This is an optimization exercise on Yosys and OpenROAD, whose aim is small area, not a production implementation. The RTL was checked by simulation tests, not by an equivalence proof against the original design. The flow treats the clock pin as an ideal source, which a real chip does not have. Power and IR drop assume default switching activity.

==> build 17: inputs <==
==> flow/design.v <==
`timescale 1ns / 1ps
module digi_clock ( clk, sw, btn, seg, Led, an );
input clk ;
input [7:0] sw ;
input [3:0] btn ;
output [4:1] Led ;
output [7:0] seg ;
output [3:0] an ;
wire rst  = btn[3] ;
wire load = btn[2] ;
wire hp   = btn[1] ;
wire mp   = btn[0] ;
reg [8:0] t ;
wire tick10 = t[8] & t[7] & t[3] & t[2] & t[1] & t[0] ;    
always @(posedge clk)
  if (rst | tick10) t <= 9'd0 ;
  else              t <= t + 9'd1 ;
wire [1:0] cnt = t[3:2] ;
reg [3:0] d ;
wire d_last = d[3] & d[0] ;             
wire tick1  = tick10 & d[3] & d[0] & ~d[1] ;
always @(posedge clk)
  if (rst)          d <= 4'b1011 ;
  else if (tick10)  d <= d_last ? {3'b000, d[1]} : d + 4'd1 ;
wire blink = d[0] ;
wire [4:0] ren = {sw[4:1], sw[7]} ;
wire em = tick10 & mp ;
wire eh = tick10 & ~mp & hp ;
wire [5:0] rm0, rm1, rm2, rm3, rm4 ;
wire [4:0] rh0, rh1, rh2, rh3, rh4 ;
hm_reg r0 (.clk(clk), .rst(rst), .em(em & ren[0]), .eh(eh & ren[0]), .m(rm0), .h(rh0)) ;
hm_reg r1 (.clk(clk), .rst(rst), .em(em & ren[1]), .eh(eh & ren[1]), .m(rm1), .h(rh1)) ;
hm_reg r2 (.clk(clk), .rst(rst), .em(em & ren[2]), .eh(eh & ren[2]), .m(rm2), .h(rh2)) ;
hm_reg r3 (.clk(clk), .rst(rst), .em(em & ren[3]), .eh(eh & ren[3]), .m(rm3), .h(rh3)) ;
hm_reg r4 (.clk(clk), .rst(rst), .em(em & ren[4]), .eh(eh & ren[4]), .m(rm4), .h(rh4)) ;
reg [5:0] cs, cm ;
reg [4:0] ch ;
wire s59 = cs[5] & cs[4] & cs[3] & cs[1] & cs[0] ;
wire m59 = cm[5] & cm[4] & cm[3] & cm[1] & cm[0] ;
wire h23 = ch[4] & ch[2] & ch[1] & ch[0] ;
wire ld  = sw[7] & load ;
wire cz  = rst | (tick1 & s59 & m59 & h23) ;
wire sz  = cz | (tick1 & (ld | s59)) ;
wire mz  = cz | (tick1 & ~ld & s59 & m59) ;
always @(posedge clk) begin
  if (sz)         cs <= 6'd0 ;
  else if (tick1) cs <= cs + 6'd1 ;
  if (mz)         cm <= 6'd0 ;
  else if (tick1 & ld) cm <= rm0 ;
  else if (tick1 & s59) cm <= cm + 6'd1 ;
  if (cz)         ch <= 5'd0 ;
  else if (tick1 & ld) ch <= rh0 ;
  else if (tick1 & s59 & m59) ch <= ch + 5'd1 ;
end
wire any_en = |sw[4:1] ;
wire c0 = ~cnt[1] & ~cnt[0] ;
wire c1 = ~cnt[1] &  cnt[0] ;
wire c2 =  cnt[1] & ~cnt[0] ;
wire c3 =  cnt[1] &  cnt[0] ;
wire e3 =  sw[4] & ~sw[3] & ~sw[2] & ~sw[1] ;
wire e2 = ~sw[4] &  sw[3] & ~sw[2] & ~sw[1] ;
wire e1 = ~sw[4] & ~sw[3] &  sw[2] & ~sw[1] ;
wire k0 = any_en ? ~(e1 | e2 | e3) : c0 ;
wire k1 = any_en ? e1 : c1 ;
wire k2 = any_en ? e2 : c2 ;
wire k3 = any_en ? e3 : c3 ;
wire [5:0] am = ({6{k0}} & rm1) | ({6{k1}} & rm2) | ({6{k2}} & rm3) | ({6{k3}} & rm4) ;
wire [4:0] ah = ({5{k0}} & rh1) | ({5{k1}} & rh2) | ({5{k2}} & rh3) | ({5{k3}} & rh4) ;
wire ring = ~any_en & sw[5] & (blink | ~sw[6]) & (am == cm) & (ah == ch) ;
assign Led[1] = ring & c0 ;
assign Led[2] = ring & c1 ;
assign Led[3] = ring & c2 ;
assign Led[4] = ring & c3 ;
wire dS = sw[7] ;
wire dA = ~sw[7] & any_en ;
wire dC = ~sw[7] & ~any_en ;
wire dSm = dS & ~cnt[1] ;
wire dSh = dS &  cnt[1] ;
wire dAm = dA & ~cnt[1] ;
wire dAh = dA &  cnt[1] ;
wire dCs = dC &  sw[0] & ~cnt[1] ;
wire dCm = dC & (sw[0] ~^ cnt[1]) ;
wire dCh = dC & ~sw[0] &  cnt[1] ;
wire [5:0] v = ({6{dSm}} & rm0) | ({6{dSh}} & {1'b0, rh0}) |
               ({6{dAm}} & am)  | ({6{dAh}} & {1'b0, ah})  |
               ({6{dCs}} & cs)  | ({6{dCm}} & cm) | ({6{dCh}} & {1'b0, ch}) ;
reg [3:0] hex ;
always @(*) begin
  if (cnt[0]) hex = v / 6'd10 ;
  else        hex = v % 6'd10 ;
end
assign an = ~(4'b0001 << cnt) ;
reg [6:0] sg ;
always @(*)
  case (hex)
    4'd1: sg = 7'b1111001 ;
    4'd2: sg = 7'b0100100 ;
    4'd3: sg = 7'b0110000 ;
    4'd4: sg = 7'b0011001 ;
    4'd5: sg = 7'b0010010 ;
    4'd6: sg = 7'b0000010 ;
    4'd7: sg = 7'b1111000 ;
    4'd8: sg = 7'b0000000 ;
    4'd9: sg = 7'b0010000 ;
    default: sg = 7'b1000000 ;
  endcase
assign seg = {1'b1, sg} ;
endmodule
module hm_reg ( clk, rst, em, eh, m, h ) ;
input clk, rst, em, eh ;
output reg [5:0] m ;
output reg [4:0] h ;
wire mz = rst | (em & m[5] & m[4] & m[3] & m[1] & m[0]) ;    
wire hz = rst | (eh & h[4] & h[2] & h[1] & h[0]) ;           
always @(posedge clk) begin
  if (mz)      m <= 6'd0 ;
  else if (em) m <= m + 6'd1 ;
  if (hz)      h <= 5'd0 ;
  else if (eh) h <= h + 5'd1 ;
end
endmodule
==> flow/flow/run.sh <==
#!/bin/bash
# Layout flow: the standard ORFS flow (standard.sh), with these changes:
#  - synthesis maps the logic with area-oriented ABC scripts in place of
#    ORFS's delay-oriented one: it synthesizes once with each of
#    flow/abc*.script and keeps the script whose netlist has the smallest
#    cell area (ties: the first). Adders are not mapped to half/full-adder
#    cells (ADDER_MAP_FILE empty). The registers are mapped by dfflibmap
#    before ABC runs, exactly as in the standard synthesis, so they keep
#    their names and cells;
#  - the port buffers are the smallest buffer cell (buf_1);
set -euo pipefail
here=$(pwd)
cts_args=$(cat "$here/flow/cts_args")
stat_file="$here/orfs/reports/sky130hd/digi_clock/base/synth_stat.txt"
best=""; best_area=""
for s in "$here"/flow/abc*.script; do
  n=$(basename "$s" .script)
  rm -rf "$here/scripts_abc" "$here/orfs"
  cp -r "$FLOW_HOME/scripts" "$here/scripts_abc"
  cp "$s" "$here/scripts_abc/abc_area.script"
  bash standard.sh SCRIPTS_DIR="$here/scripts_abc" ABC_AREA=1 ADDER_MAP_FILE= \
    synth > "$here/flow_make_synth_$n.log" 2>&1 || continue
  a=$(awk '/Chip area for module/{print $NF}' "$stat_file" | tail -1)
  echo "$n $a" >> "$here/synth_areas.txt"
  if [[ -z "$best" ]] || awk -v a="$a" -v b="$best_area" 'BEGIN{exit !(a < b)}'; then
    best="$s"; best_area="$a"
  fi
done
echo "chosen: $(basename "$best") $best_area" >> "$here/synth_areas.txt"
rm -rf "$here/scripts_abc" "$here/orfs"
cp -r "$FLOW_HOME/scripts" "$here/scripts_abc"
cp "$best" "$here/scripts_abc/abc_area.script"
bash standard.sh SCRIPTS_DIR="$here/scripts_abc" ABC_AREA=1 ADDER_MAP_FILE= \
  BUFFER_PORTS_ARGS="-buffer_cell sky130_fd_sc_hd__buf_1" \
  CTS_ARGS="$cts_args" POST_CTS_TCL="$here/flow/post_cts.tcl" finish > "$here/flow_make.log" 2>&1
==> flow/flow/abc1.script <==
strash
&get -n
&st
&dch -f
&nf -a -R 1000 -F 4 -A 4 -C 32
&put
strash
&get -n
&st
&dch -f
&nf -a -R 1000 -F 4 -A 4 -C 32
&put
topo
==> flow/flow/abc2.script <==
strash
&get -n
&st
&dch -f
&nf -a -R 1000 -F 6 -A 6 -C 24
&put
strash
&get -n
&st
&dch -f
&nf -a -R 1000 -F 6 -A 6 -C 24
&put
topo
==> flow/flow/abc3.script <==
strash
&get -n
&st
&dch -f
&nf -a -R 1000 -F 4 -A 4 -C 32
&put
strash
&get -n
&st
&dch -f
&nf -a -R 1000 -F 4 -A 4 -C 32
&put
strash
&get -n
&st
&dch -f
&nf -a -R 1000 -F 4 -A 4 -C 32
&put
topo
==> flow/flow/abc4.script <==
strash
&get -n
&st
&dc2
&dch -f
&nf -a -R 1000 -F 4 -A 4 -C 32
&put
strash
&get -n
&st
&dch -f
&nf -a -R 1000 -F 4 -A 4 -C 32
&put
topo
==> flow/flow/abc5.script <==
strash
&get -n
&st
&dch -f
&nf -a -R 1000 -F 4 -A 4 -C 32
&put
topo
==> flow/flow/abc6.script <==
strash
&get -n
&st
&dch -f
&nf -p -a -R 1000 -F 4 -A 4 -C 32
&put
topo
==> flow/flow/cts_args <==
-sink_clustering_enable -repair_clock_nets -buf_list sky130_fd_sc_hd__clkbuf_8 -dont_use_dummy_load
==> flow/flow/post_cts.tcl <==
proc clk_slew_max {} {
  set mx 0
  foreach p [get_pins -hierarchical */CLK] {
    set s [get_property $p slew_max]
    if {$s > $mx} { set mx $s }
  }
  return $mx
}
set limit 0.112
set sizes {sky130_fd_sc_hd__clkbuf_1 sky130_fd_sc_hd__clkbuf_2 sky130_fd_sc_hd__clkbuf_4}
estimate_parasitics -placement
puts "post_cts: clock slew before [clk_slew_max]"
foreach i [get_cells *] {
  set m [get_property $i ref_name]
  if {$m ne "sky130_fd_sc_hd__clkbuf_8" && $m ne "sky130_fd_sc_hd__clkbuf_16"} { continue }
  set n [get_full_name $i]
  if {![string match clkbuf_* $n]} { continue }
  foreach c $sizes {
    replace_cell $i $c
    estimate_parasitics -placement
    if {[clk_slew_max] <= $limit} {
      puts "post_cts: $n $m -> $c"
      set m ""
      break
    }
  }
  if {$m ne ""} { replace_cell $i $m ; estimate_parasitics -placement }
}
puts "post_cts: clock slew after [clk_slew_max]"
==> flow/standard.sh <==
#!/bin/bash
# synth_recipe.tcl (not shown) runs the flow's synth.tcl, then flattens the netlist and writes it again
# the make line also repeats each setting of config.mk as NAME=value (left out here)
make -C /OpenROAD-flow-scripts/flow DESIGN_CONFIG=/design/flow/config.mk WORK_HOME=/design/flow/orfs CLKGATE_MAP_FILE= SYNTH_SCRIPT=/design/flow/synth_recipe.tcl "${@:-finish}"
==> flow/config.mk <==
export PLATFORM = sky130hd
export DESIGN_NAME = digi_clock
export DESIGN_NICKNAME = digi_clock
export VERILOG_FILES = /design/flow/design.v
export SDC_FILE = /design/flow/constraint.sdc
export NUM_CORES = 4
export LEC_CHECK = 0
export ABC_AREA = 1
export CAP_MARGIN = 20
export CORE_MARGIN = 2
export CORE_UTILIZATION = 78
export PLACE_DENSITY = 0.88
export SLEW_MARGIN = 20
==> flow/constraint.sdc <==
create_clock -name core_clock -period 10.0 [get_ports {clk}]
set_input_delay 2.0000 -clock core_clock [delete_from_list [all_inputs] [get_ports {clk}]]
set_output_delay 2.0000 -clock core_clock [all_outputs]
set_load 0.01 [all_outputs]
==> inputs of trial 84, as changes to build 17 <==
==> flow/flow/run.sh (replaced) <==
#!/bin/bash
# Layout flow: the standard ORFS flow (standard.sh), with these changes:
#  - synthesis maps the logic with an area-oriented ABC script
#    (flow/abc_area.script) in place of ORFS's delay-oriented one, and does
#    not map adders to half/full-adder cells (ADDER_MAP_FILE empty). The
#    registers are mapped by dfflibmap before ABC runs, exactly as in the
#    standard synthesis, so they keep their names and cells;
#  - the port buffers are the smallest buffer cell (buf_1).
# Everything else (floorplan, power grid, tap cells, placement, CTS,
# routing) is ORFS's unchanged. make's full output goes to flow_make.log in
# this folder; ORFS writes each tool's own log under orfs/logs/.
set -euo pipefail
here=$(pwd)
rm -rf "$here/scripts_abc"
cp -r "$FLOW_HOME/scripts" "$here/scripts_abc"
cp "$here/flow/abc_area.script" "$here/scripts_abc/abc_area.script"
bash standard.sh SCRIPTS_DIR="$here/scripts_abc" ABC_AREA=1 ADDER_MAP_FILE= \
  BUFFER_PORTS_ARGS="-buffer_cell sky130_fd_sc_hd__buf_1" finish > "$here/flow_make.log" 2>&1
==> flow/flow/abc_area.script (new file) <==
strash
&get -n
&st
&dch -f
&nf -a -R 1000 -F 4 -A 4 -C 32
&put
strash
&get -n
&st
&dch -f
&nf -a -R 1000 -F 4 -A 4 -C 32
&put
topo
--- a/flow/config.mk
+++ b/flow/config.mk
@@ -10,4 +10,5 @@
 export CORE_MARGIN = 2
-export CORE_UTILIZATION = 78
-export PLACE_DENSITY = 0.88
+export CORE_UTILIZATION = 80
+export CTS_BUF_LIST = sky130_fd_sc_hd__clkbuf_8
+export CTS_CLUSTER_SIZE = 20
 export SLEW_MARGIN = 20
removed: flow/flow/abc1.script
removed: flow/flow/abc2.script
removed: flow/flow/abc3.script
removed: flow/flow/abc4.script
removed: flow/flow/abc5.script
removed: flow/flow/abc6.script
removed: flow/flow/cts_args
removed: flow/flow/post_cts.tcl
==> inputs of trial 46, as changes to build 17 <==
--- a/flow/flow/run.sh
+++ b/flow/flow/run.sh
@@ -10,2 +10,7 @@
 #  - the port buffers are the smallest buffer cell (buf_1);
+#  - clock tree synthesis uses the arguments in flow/cts_args (no dummy
+#    loads; buffers as listed there).
+# Everything else (floorplan, power grid, tap cells, placement, routing) is
+# ORFS's unchanged. make's full output goes to flow_make*.log in this
+# folder; ORFS writes each tool's own log under orfs/logs/.
 set -euo pipefail
@@ -34,2 +39,2 @@
   BUFFER_PORTS_ARGS="-buffer_cell sky130_fd_sc_hd__buf_1" \
-  CTS_ARGS="$cts_args" POST_CTS_TCL="$here/flow/post_cts.tcl" finish > "$here/flow_make.log" 2>&1
+  CTS_ARGS="$cts_args" finish > "$here/flow_make.log" 2>&1
--- a/flow/config.mk
+++ b/flow/config.mk
@@ -10,4 +10,3 @@
 export CORE_MARGIN = 2
-export CORE_UTILIZATION = 78
-export PLACE_DENSITY = 0.88
+export CORE_UTILIZATION = 70
 export SLEW_MARGIN = 20
removed: flow/flow/post_cts.tcl
==> inputs of build 21, as changes to build 17 <==
==> flow/flow/abc7.script (new file) <==
strash
&get -n
&st
&dch -f
&nf -a -R 1000 -F 6 -A 6 -C 24
&put
strash
&get -n
&st
&dch -f
&nf -a -R 1000 -F 6 -A 6 -C 24
&put
strash
&get -n
&st
&dch -f
&nf -a -R 1000 -F 6 -A 6 -C 24
&put
topo
==> flow/flow/abc8.script (new file) <==
strash
&get -n
&st
&dch -f
&nf -a -R 1000 -F 6 -A 6 -C 24 -E 0.5
&put
strash
&get -n
&st
&dch -f
&nf -a -R 1000 -F 6 -A 6 -C 24 -E 0.5
&put
topo
==> flow/flow/abc9.script (new file) <==
strash
&get -n
&st
&b
&dch -f
&nf -a -R 1000 -F 6 -A 6 -C 24
&put
strash
&get -n
&st
&dch -f
&nf -a -R 1000 -F 6 -A 6 -C 24
&put
topo
--- a/flow/config.mk
+++ b/flow/config.mk
@@ -10,4 +10,3 @@
 export CORE_MARGIN = 2
-export CORE_UTILIZATION = 78
-export PLACE_DENSITY = 0.88
+export CORE_UTILIZATION = 70
 export SLEW_MARGIN = 20
==> comparison table <==
metric                                                                            build 21           trial 46           build 17                         trial 84
Weighted congestion reported at the end of routability-driven placement             0.8891             0.9575              1.017                                -
Cell group occupying the most layout area                                multi-input gates  multi-input gates  multi-input gates                                -
Largest net degree at the start of global routing                                       44                 36                 36                                -
Outcome                                                           timing/DRC/antenna clean  timing/DRC/antenna clean  timing/DRC/antenna clean                   did not finish
Last stage reached                                                                       -                  -                  -  global placement (3_3_place_gp)
Number of distinct standard cells referenced by the synthesized netlist                 37                 41                 41                               41
CP Launch Point                                                                      sw[1]              sw[1]              sw[1]                                -
End point of the most critical hold path                                              t[4]               t[0]              ch[0]                                -
Total congestion overflow                                                                0                  0                  0                                -
Met1 Wirelength                                                                    4495 um            4502 um            4216 um                                -
DRC Markers                                                                              0                  0                  0                                -
Pwr Density                                                                   121.4 mW/mm2       126.2 mW/mm2       120.7 mW/mm2                                -
Ratio of cells with drive above 1 in the final layout                               2.637%             2.597%             2.412%                                -
Fin util                                                                            78.50%             79.58%             86.14%                                -

==> afterwards: timing with drivers on the ports <==
How much do the figures lean on ideal ports? The routed layouts below were timed once more, with nothing changed but the port constraints. Step 1 sets driving cells, clkbuf_16 on the clock port and buf_2 on the other inputs (assumed; they add their load-dependent delay and slew). Step 2, shift: input delay + t, output delay - t, t = (earliest + latest rising clock arrival at the registers) / 2. This alone moves slack from input paths to output paths. Three values: ideal ports, drivers, drivers and shift; two values: the first two.
run | t (ns) | setup WS [ns] | pins driven straight from the clock port
build 17 | 0.819 | 0.621 / 0.601 / 0.601 | 1
trial 46 | 0.384 | 0.522 / 0.502 / 0.502 | 1
build 21 | 0.795 | 1.354 / 1.333 / 1.333 | 1
After both steps every run listed still meets setup and hold. For build 21, which loses most, drivers alone change the setup slack by -0.021 ns; drivers and shift together by -0.021 ns.
